This is an optimization exercise on Yosys and OpenROAD, whose aim is small area, a short achievable clock period and few clock cycles, not a production implementation. Only simulation tests tie the RTL to the original design; equivalence was not proved. Power and IR drop assume default switching activity.

v14:
==> flow/design.v <==
module CPU(reset, clk, imem_addr, imem_data, dmem_addr, dmem_wdata, dmem_we, dmem_re, dmem_rdata);
  input reset, clk;
  output [31:0] imem_addr;
  input [31:0] imem_data;
  output [31:0] dmem_addr, dmem_wdata;
  output dmem_we, dmem_re;
  input [31:0] dmem_rdata;
  reg [31:0] pc;
  reg [31:0] e_a, e_b, e_x, e_i;
  reg        e_fa, e_fb;
  reg [4:0]  e_dst;
  reg        e_ld, e_st, e_br, e_jr, e_pred;
  reg [1:0]  e_bop;
  reg        e_bi, e_const;
  reg        e_sub, e_uns;
  reg [1:0]  e_lop;
  reg        e_left, e_arith;
  reg        e_rsum, e_rlog, e_rslt, e_rsh, e_rb;
  reg [31:0] m_res, m_sd;
  reg [4:0]  m_dst;
  reg        m_ld, m_st;
  reg [31:0] rf [1:31];
  reg [31:1] rv;
  wire [31:0] ins = imem_data;
  wire [5:0] op = ins[31:26];
  wire [5:0] fn = ins[5:0];
  wire [4:0] rs = ins[25:21], rt = ins[20:16], rd = ins[15:11];
  wire rtype  = (op == 6'h00);
  wire r_sh   = rtype & (fn == 6'h00 | fn == 6'h02 | fn == 6'h03);
  wire r_alu  = rtype & (fn[5:4] == 2'b10);
  wire r_jr   = rtype & (fn == 6'h08);
  wire r_jalr = rtype & (fn == 6'h09);
  wire i_alu  = (op[5:3] == 3'b001);
  wire i_lui  = (op == 6'h0f);
  wire i_zx   = (op == 6'h0c) | (op == 6'h0d) | (op == 6'h0e);
  wire f_ld   = (op == 6'h23);
  wire f_st   = (op == 6'h2b);
  wire f_br   = (op[5:2] == 4'b0001);
  wire f_j    = (op[5:1] == 5'b00001);
  wire f_jal  = (op == 6'h03);
  wire f_trap = (op == 6'h3f);
  wire f_jr   = r_jr | r_jalr;
  wire f_link = f_jal | r_jalr | f_trap;
  wire f_imm  = i_alu | f_ld | f_st;
  wire uses_rs = ~(f_j | f_trap | i_lui | r_sh);
  wire uses_rt = rtype | f_st | (op[5:1] == 5'b00010);
  reg [4:0] f_dst;
  always @* begin
    if (r_sh | r_alu) f_dst = rd;
    else if (i_alu | f_ld) f_dst = rt;
    else if (f_jal | r_jalr) f_dst = 5'd31;
    else if (f_trap) f_dst = 5'd26;
    else f_dst = 5'd0;
  end
  wire f_slt  = (rtype & (fn == 6'h2a | fn == 6'h2b)) | (op == 6'h0a) | (op == 6'h0b);
  wire f_uns  = rtype ? fn[0] : op[0];
  wire f_sub  = (rtype & (fn == 6'h22 | fn == 6'h23)) | f_slt;
  wire f_log  = (rtype & (fn[5:2] == 4'b1001)) | i_zx;
  wire [1:0] f_lop = rtype ? fn[1:0] : op[1:0];
  wire f_rb   = i_lui | f_link;
  wire f_rsum = ~(f_slt | f_log | r_sh | f_rb);
  wire [31:0] m_wdata = m_ld ? dmem_rdata : m_res;
  wire [31:0] rvz = {rv, 1'b0};
  reg [31:0] rf_a, rf_b;
  integer k;
  always @* begin
    rf_a = 32'd0;
    rf_b = 32'd0;
    for (k = 1; k < 32; k = k + 1) begin
      rf_a = rf_a | ({32{rvz[k] & (rs == k)}} & rf[k]);
      rf_b = rf_b | ({32{rvz[k] & (rt == k)}} & rf[k]);
    end
  end
  wire mw_rs = (m_dst != 5'd0) && (m_dst == rs);
  wire mw_rt = (m_dst != 5'd0) && (m_dst == rt);
  wire ew_rs = (e_dst != 5'd0) && (e_dst == rs);
  wire ew_rt = (e_dst != 5'd0) && (e_dst == rt);
  wire [31:0] f_a = mw_rs ? m_wdata : rf_a;
  wire [31:0] f_b = mw_rt ? m_wdata : rf_b;
  wire [31:0] pc4 = pc + 32'd4;
  wire [6:0] lo = {1'b0, pc4[7:2]} + {1'b0, ins[5:0]};
  wire [31:0] btarget = {pc4[31:8], lo[5:0], pc4[1:0]};
  wire f_pred = f_br & (ins[15:6] == 10'h3ff) & lo[6] |
                (op == 6'h05) & (ins[15:6] == 10'h000) & ~lo[6];
  wire [31:0] immx = i_lui ? {ins[15:0], 16'd0} : {i_zx ? 16'd0 : {16{ins[15]}}, ins[15:0]};
  wire [31:0] f_i = f_link ? pc4 : (immx ^ {32{op[5:1] == 5'b00101}});
  wire [31:0] a  = e_fa ? m_res : e_a;
  wire [31:0] b  = e_fb ? m_res : e_b;
  wire [31:0] subm = {32{e_sub}};
  wire [31:0] bx = e_bi ? e_i : e_fb ? (m_res ^ subm) : (e_b ^ subm);
  wire [31:0] bi = bx;
  wire [32:0] sum = {1'b0, a} + {1'b0, bx} + {32'd0, e_sub};
  wire lt = e_uns ? ~sum[32] : ((a[31] == bx[31]) ? a[31] : sum[31]);
  reg [31:0] lres;
  always @* begin
    case (e_lop)
      2'd0: lres = a & bi;
      2'd1: lres = a | bi;
      2'd2: lres = a ^ bi;
      default: lres = ~(a | bi);
    endcase
  end
  reg [31:0] sin, shres;
  wire [31:0] srout;
  integer j;
  always @* for (j = 0; j < 32; j = j + 1) sin[j] = e_left ? b[31-j] : b[j];
  wire [63:0] sext = {{32{e_arith & b[31]}}, sin};
  assign srout = sext >> e_i[10:6];
  always @* for (j = 0; j < 32; j = j + 1) shres[j] = e_left ? srout[31-j] : srout[j];
  wire [31:0] res = ({32{e_rsum}} & sum[31:0]) | ({32{e_rlog}} & lres) |
                    ({32{e_rsh}} & shres) | ({32{e_rb}} & bi) | {31'd0, e_rslt & lt};
  wire a_zero = (a == 32'd0);
  reg cond;
  always @* begin
    case (e_bop)
      2'd0: cond = (a == b);
      2'd1: cond = (a != b);
      2'd2: cond = a[31] | a_zero;
      default: cond = ~a[31] & ~a_zero;
    endcase
  end
  wire e_redirect = e_jr | (e_br & (cond != e_pred));
  wire [31:0] e_btarget = e_x + {e_i[29:0], 2'b00};
  wire [31:0] e_target = e_jr ? a : e_pred ? e_x : e_btarget;
  wire stall = e_ld & (e_dst != 5'd0) &
               ((uses_rs & (rs == e_dst)) | (uses_rt & (rt == e_dst)));
  wire kill = e_redirect | stall;
  wire f_jrnow = f_jr & (ew_rs ? e_const : mw_rs);
  wire [31:0] jtarget = ew_rs ? e_i : m_wdata;
  wire f_go   = ~e_redirect & ~stall;
  wire f_tv   = f_trap & ~pc[31];
  wire s_stay = ~e_redirect & stall;
  wire s_jr   = f_go & f_jrnow;
  wire s_j    = f_go & f_j;
  wire s_trap = f_go & f_tv;
  wire s_pred = f_go & f_pred;
  wire s_seq  = f_go & ~(f_jrnow | f_j | f_tv | f_pred);
  wire [31:0] npc = ({32{e_redirect}} & e_target) | ({32{s_stay}} & pc) |
                    ({32{s_jr}} & jtarget) | ({32{s_j}} & {pc4[31:28], ins[25:0], 2'b00}) |
                    ({32{s_trap}} & 32'h80000008) | ({32{s_pred}} & btarget) |
                    ({32{s_seq}} & pc4);
  always @(posedge clk or posedge reset)
    if (reset) pc <= 32'd0;
    else pc <= npc;
  always @(posedge clk or posedge reset)
    if (reset) begin
      e_dst <= 5'd0; e_ld <= 1'b0; e_st <= 1'b0; e_br <= 1'b0; e_jr <= 1'b0;
    end else if (kill) begin
      e_dst <= 5'd0; e_ld <= 1'b0; e_st <= 1'b0; e_br <= 1'b0; e_jr <= 1'b0;
    end else begin
      e_dst <= f_dst; e_ld <= f_ld; e_st <= f_st; e_br <= f_br; e_jr <= f_jr & ~f_jrnow;
    end
  always @(posedge clk) begin
    e_a <= f_a;
    e_b <= f_b;
    e_x <= pc4;
    e_fa <= ew_rs;
    e_fb <= ew_rt;
    e_pred <= f_pred;
    e_bop <= op[1:0];
    e_bi <= f_imm | f_link;
    e_const <= (rs == 5'd0) & ((op == 6'h0d) | (op == 6'h09) | (op == 6'h08)) | i_lui;
    e_i <= f_i;
    e_sub <= f_sub;
    e_uns <= f_uns;
    e_lop <= f_lop;
    e_left <= ~fn[1];
    e_arith <= fn[0];
    e_rsum <= f_rsum;
    e_rlog <= f_log;
    e_rslt <= f_slt;
    e_rsh <= r_sh;
    e_rb <= f_rb;
  end
  always @(posedge clk or posedge reset)
    if (reset) begin
      m_dst <= 5'd0; m_ld <= 1'b0; m_st <= 1'b0;
    end else begin
      m_dst <= e_dst; m_ld <= e_ld; m_st <= e_st;
    end
  always @(posedge clk) begin
    m_res <= res;
    m_sd <= b;
  end
  assign dmem_addr = m_res;
  assign dmem_wdata = m_sd;
  assign dmem_we = m_st;
  assign dmem_re = m_ld;
  assign imem_addr = pc;
  always @(posedge clk or posedge reset)
    if (reset) rv <= 31'd0;
    else if (m_dst != 5'd0) rv[m_dst] <= 1'b1;
  always @(posedge clk)
    if (m_dst != 5'd0) rf[m_dst] <= m_wdata;
endmodule
clock: 11.0 ns
lec_check: 0
cap_margin: 10
cell_pad_in_sites_detail_placement: 1
cell_pad_in_sites_global_placement: 1
core_margin: 2
core_utilization: 45
cts_cluster_diameter: 60
cts_cluster_size: 20
slew_margin: 10
standard.sh (not shown) runs the stock make flow with config.mk's settings and CLKGATE_MAP_FILE= SYNTH_SCRIPT=/design/flow/synth_recipe.tcl, a recipe that flattens the netlist after the stock synthesis.
==> flow/flow/run.sh <==
#!/bin/bash
# The standard layout, with plain buffers (not delay cells) on the ports,
# timing repair aimed below the clock period (worst paths only), and larger
# clock-tree sink clusters. make's output goes to make.log; each ORFS step
# writes its own log under orfs/logs.
set -euo pipefail
bash standard.sh \
  "BUFFER_PORTS_ARGS=-buffer_cell sky130_fd_sc_hd__buf_2" \
  SETUP_SLACK_MARGIN=7.3 \
  TNS_END_PERCENT=5 \
  finish > make.log 2>&1
v14 did not stop at any stage, and its layout met the timing, design-rule and antenna checks.
Testbench counts of v14, summed over its fixed seeds: cycles 91,835.
Setup changes, v14 to v48
Settings: CTS_CLUSTER_SIZE changed from 20 to 30.
### Flow results
- Comparing v14 and v48, the higher static leakage was measured on v48.
- Compared v48 vs v14, and cell depth of the worst setup path is up in v48.
- Any difference in clock-cell share of area between v48 and v14 is small enough to ignore.
- v48 ended up with a higher delay of the slowest cell on the worst path than v14 did.
- Against v14, clock buffer count in the final layout in v48 fell slightly.
- In the reports for v14 and v48, the smaller final critical-path required period belongs to v48.
- The global-route wire length before repair of v48 and that of v14 are within noise of each other.
- Summary — initial antenna violation count, v48 relative to v14: higher, by 5.
- NOTE: largest fanout on the critical path in v48 falls short of that of v14
- Between v14 and v48, the post-layout worst setup margin is lower for v14.
- Relative contribution of the clock network to total power delta for v48 relative to v14: 0.3 points higher
#### Input delta (v39 over v48)
Settings: CAP_MARGIN: 10 -> 20; SLEW_MARGIN: 10 -> 20; CTS_CLUSTER_SIZE: 30 -> 20.
==> summary.txt <==
- v48 and v39 ended up with roughly the same combinational power.
- Changes observed in v39 relative to v48: buffer and inverter count on the worst path has decreased, final cell count without fillers lost 0.90%.

[re-timing with driven ports]
No port has a modelled driver above. Below, the same layouts with a new extraction and two added sets of constraints.
Step 1 assumes that a clkbuf_16 drives the clock port and a buf_2 every other input.
Step 2 moves the port delays by t, midway between the first and last clock arrival at a register: inputs arrive t later, outputs are due t later. That takes back most of the time a late clock gives input paths.
a / b / c = no drivers / after step 1 / after step 2; a / b = the first two.
run | shift t [ns] | slack for setup (ns) | worst setup path after step 2 | clock arrival spread, ns | pins driven straight from the clock port
v14 | 0.857 | 6.735 / 6.781 / 5.934 | input to register | 0.044 / 0.044 | 1
v48 | 0.857 | 6.780 / 6.780 / 5.984 | input to register | 0.044 / 0.044 | 1
v39 | 0.864 | 6.689 / 6.751 / 5.887 | input to register | 0.050 / 0.050 | 1
After both steps every run listed still meets setup and hold. For v39, which loses most, drivers alone change the setup slack by +0.062 ns; drivers and shift together by -0.802 ns.
